Source: an optimization exercise on an open RTL-to-GDS flow (aim: small area). Production flows keep margins and buffers that such runs may drop.
In this exercise RTL edits were held to simulation tests only and were not proved equivalent to the original.
The clock port is modelled as an ideal driver; clocking choices that lean on that would not hold on a real chip.
Power and IR drop assume default switching activity.

==> flow/design.v <==
module sevensegment(tens, ones, grounds, display, user, wrong, finish, clk, rst);
	input wire [3:0] tens;
	input wire [3:0] ones;
	input wire user;
	input wire wrong;
	input wire finish;
	output wire [3:0] grounds;
	output wire [6:0] display;
	input clk;
	input rst;
	localparam [16:0] MASK = 17'h0aaaa;
	localparam [16:0] LFSR_RESET = 17'h02247;
	localparam [16:0] LFSR_LOAD = 17'h02257;
	localparam [16:0] LFSR_TICK = 17'h01337;
	reg [16:0] r;
	wire [16:0] x = r ^ MASK;
	wire tick = (x == LFSR_TICK);
	always @(posedge clk)
		if (rst)
			r <= LFSR_RESET ^ MASK;
		else if (tick)
			r <= LFSR_LOAD ^ MASK;
		else
			r <= {x[15:0], x[16] ^ x[13]} ^ MASK;
	reg [1:0] count;
	always @(posedge clk)
		if (rst)
			count <= 2'd0;
		else if (tick)
			count <= count + 2'd1;
	assign grounds = ~(4'b0001 << count);
	wire hund = tens[3] & tens[1];
	reg [3:0] v;
	always @*
		case (count)
		2'd0: v = {2'b00, user, ~user};
		2'd1: v = {3'b000, hund};
		2'd2: v = finish ? {2'b00, ~user, user} : tens;
		default: v = ones;
		endcase
	wire dash = finish ? (count != 2'd2) : (wrong & (count != 2'd0));
	wire [6:0] seg;
	assign seg[6] = (v[2] & v[0]) | (~v[2] & ~v[0]) | v[1] | v[3];
	assign seg[5] = ~v[2] | (v[1] & v[0]) | (~v[1] & ~v[0]);
	assign seg[4] = v[2] | ~v[1] | v[0] | v[3];
	assign seg[3] = (~v[2] & ~v[0]) | v[3] | (v[2] & ~v[1] & v[0]) | (~v[2] & v[1]) | (v[1] & ~v[0]);
	assign seg[2] = (~v[2] & ~v[0]) | (v[1] & ~v[0]);
	assign seg[1] = (v[2] & ~v[1]) | (v[2] & ~v[0]) | v[3] | (~v[1] & ~v[0]);
	assign seg[0] = (v[2] & ~v[1]) | (v[3] & ~v[1]) | (~v[3] & ~v[2] & v[1]) | (v[2] & ~v[0]);
	assign display = dash ? 7'b0000001 : seg;
endmodule
module Matchstick (ds, ds2, leds, display, grounds, clk, rst, pb, pb2);
output [3:0] leds;
output wire [6:0] display;
output wire [3:0] grounds;
input [3:0] ds, ds2;
input clk;
input rst;
input pb;
input pb2;
assign leds = ds;
reg [5:0] db;
reg sat;
reg button;
wire db_fb = db[5] ^ db[4] ^ (db[4:0] == 5'd0);
always @(posedge clk)
	if (rst) begin
		db <= 6'd0;
		sat <= 1'b0;
		button <= 1'b0;
	end else begin
		button <= sat;
		sat <= pb & (sat | (db == 6'h20));
		if (!pb)
			db <= 6'd0;
		else
			db <= {db[4:0], db_fb};
	end
localparam [2:0] PLAY_N = 3'd0, MOVED_N = 3'd7, IDLE_N = 3'd3,
                 PLAY_W = 3'd4, IDLE_W = 3'd5, IDLE_F = 3'd2, END_F = 3'd6;
reg [2:0] st;
wire finish = (st == IDLE_F) | (st == END_F);
wire wrong = (st == PLAY_W) | (st == IDLE_W);
reg [3:0] tens, ones;
reg user;
wire [4:0] s = ds + ds2;
wire [5:0] d = {2'b00, ones} - {1'b0, s};
wire neg = d[5];
reg eq;
always @*
	case (tens)
	4'd0: eq = (d == 6'd0);
	4'd1: eq = (d == 6'h36);
	4'd2: eq = (d == 6'h2c);
	4'd3: eq = (d == 6'h22);
	default: eq = 1'b0;
	endcase
wire bad = (s == 5'd0) || (s > 5'd10) || ((tens == 4'd0) && neg);
always @(posedge clk)
	if (rst) begin
		st <= IDLE_N;
		tens <= 4'd10;
		ones <= 4'd0;
		user <= 1'b0;
	end else begin
		case (st)
		PLAY_N, PLAY_W:
			if (!pb2)
				st <= (st == PLAY_W) ? IDLE_W : IDLE_N;
			else if (!button) begin
				if (eq)
					st <= END_F;
				else if (bad)
					st <= PLAY_W;
				else begin
					ones <= neg ? d[3:0] + 4'd10 : d[3:0];
					tens <= tens - {3'b000, neg};
					user <= ~user;
					st <= MOVED_N;
				end
			end
		MOVED_N:
			if (button)
				st <= PLAY_N;
		END_F:
			if (!pb2)
				st <= IDLE_F;
		default:
			if (button) begin
				tens <= 4'd10;
				ones <= 4'd0;
				user <= 1'b0;
				st <= PLAY_N;
			end
		endcase
	end
sevensegment ss(.tens(tens), .ones(ones), .grounds(grounds), .display(display), .user(user), .wrong(wrong), .finish(finish), .clk(clk), .rst(rst));
endmodule
==> flow/config.mk <==
export PLATFORM = sky130hd
export DESIGN_NAME = Matchstick
export DESIGN_NICKNAME = Matchstick
export VERILOG_FILES = /design/flow/design.v
export SDC_FILE = /design/flow/constraint.sdc
export NUM_CORES = 4
export LEC_CHECK = 0
export CAP_MARGIN = 20
export CORE_AREA = 3 3 63 63
export DIE_AREA = 0 0 66 66
export PLACE_DENSITY = 0.85
export SLEW_MARGIN = 20
==> flow/constraint.sdc <==
create_clock -name core_clock -period 22.0 [get_ports {clk}]
set_input_delay 4.4000 -clock core_clock [delete_from_list [all_inputs] [get_ports {clk}]]
set_output_delay 4.4000 -clock core_clock [all_outputs]
set_load 0.01 [all_outputs]
standard.sh (not shown) runs the stock make flow with config.mk's settings and CLKGATE_MAP_FILE= SYNTH_SCRIPT=/design/flow/synth_recipe.tcl, a recipe that flattens the netlist after the stock synthesis.
==> flow/flow/run.sh <==
#!/bin/bash
# Standard synthesis; then the logic between the standard synthesis's
# registers is re-mapped by ABC for area (registers, their names and cells
# untouched; the smallest of a few ABC runs that passes an equivalence check
# against the standard netlist is kept); then the standard layout with the
# smallest port buffers, a clock tree of small buffers and, after CTS, clock
# buffers with a slow slew at their flip-flops upsized.
set -euo pipefail
W=$PWD
R=$W/orfs/results/$FLOW_PLATFORM/Matchstick/base
export LIB=$FLOW_HOME/platforms/$FLOW_PLATFORM/lib/sky130_fd_sc_hd__tt_025C_1v80.lib
export TOP=$FLOW_TOP

bash standard.sh $R/1_2_yosys.v > $W/1_standard_synth.log 2>&1
cp $R/1_2_yosys.v $W/standard_synth.v

runs=$(cd $W/flow && ls abc*.abc | sed 's/\.abc$//')
for r in $runs; do
  echo "IN=$W/standard_synth.v OUT=$W/resyn_$r.v ABCARGS='-script $W/flow/$r.abc' yosys -c $W/flow/resyn.tcl > $W/2_resyn_$r.log 2>&1 || true"
done | xargs -d '\n' -P ${NUM_CORES:-4} -I{} bash -c '{}'

best=$W/standard_synth.v
best_area=1e18
for r in $runs; do
  [[ -f $W/resyn_$r.v.stat ]] || { echo "$r: no result"; continue; }
  if GOLD=$W/standard_synth.v GATE=$W/resyn_$r.v yosys -c $W/flow/equiv.tcl > $W/2_equiv_$r.log 2>&1; then
    a=$(awk '/Chip area for top module/ {print $NF}' $W/resyn_$r.v.stat)
    echo "$r: area $a, equivalent"
    if awk -v a="$a" -v b="$best_area" 'BEGIN {exit !(a < b)}'; then best=$W/resyn_$r.v; best_area=$a; fi
  else
    echo "$r: not proven equivalent, not used"
  fi
done > $W/2_pick.log
echo "picked $best" >> $W/2_pick.log
cp $best $R/1_2_yosys.v
touch $R/1_2_yosys.v

export BUFFER_PORTS_ARGS="-buffer_cell sky130_fd_sc_hd__buf_1"
export CTS_ARGS="-sink_clustering_enable -repair_clock_nets -dont_use_dummy_load -buf_list {sky130_fd_sc_hd__clkbuf_4}"
export POST_CTS_TCL=$W/flow/post_cts.tcl
bash standard.sh finish > $W/3_layout.log 2>&1
Other scripts of this flow, unchanged in this note and not shown: flow/flow/abc1.abc, flow/flow/abc2.abc, flow/flow/abc3.abc, flow/flow/abc4.abc, flow/flow/abc5.abc, flow/flow/abc6.abc, flow/flow/abc7.abc, flow/flow/abc8.abc, flow/flow/equiv.tcl, flow/flow/post_cts.tcl, flow/flow/resyn.tcl
Then changed:
- CORE_AREA: 3 3 63 63 -> 2.5 2.5 59.5 59.5
- DIE_AREA: 0 0 66 66 -> 0 0 62 62
Outcome: The new run produced a clean layout. Setup slack is better by 0.0032 ns. Final cell count is lower by 0.66%. Clock power stays flat. Via count is higher by 0.36%. Core utilization rose by 5.7 points.

## afterwards: timing with drivers on the ports
In the flow no input, the clock included, has a driving cell. The finished layouts below were timed again as built, in two steps. Step 1, drivers: a clkbuf_16 drives clk and a buf_2 each remaining input, both assumed. Step 2 times the ports against the registers' clock, not the clock port: input delays grow and output delays shrink by t, the midpoint of the rising clock arrivals with the driver on. Three values: ideal, step 1, step 2; two values: the first two.
run	t (ns)	setup WS [ns]	hold slack, ns	worst data-port slew with drivers (ns)
the first run	0.337	12.897 / 12.874 / 12.874	0.369 / 0.369 / 0.369	0.03
the second run	0.337	12.900 / 12.877 / 12.877	0.384 / 0.384 / 0.384	0.03
After both steps every run listed still meets setup and hold.
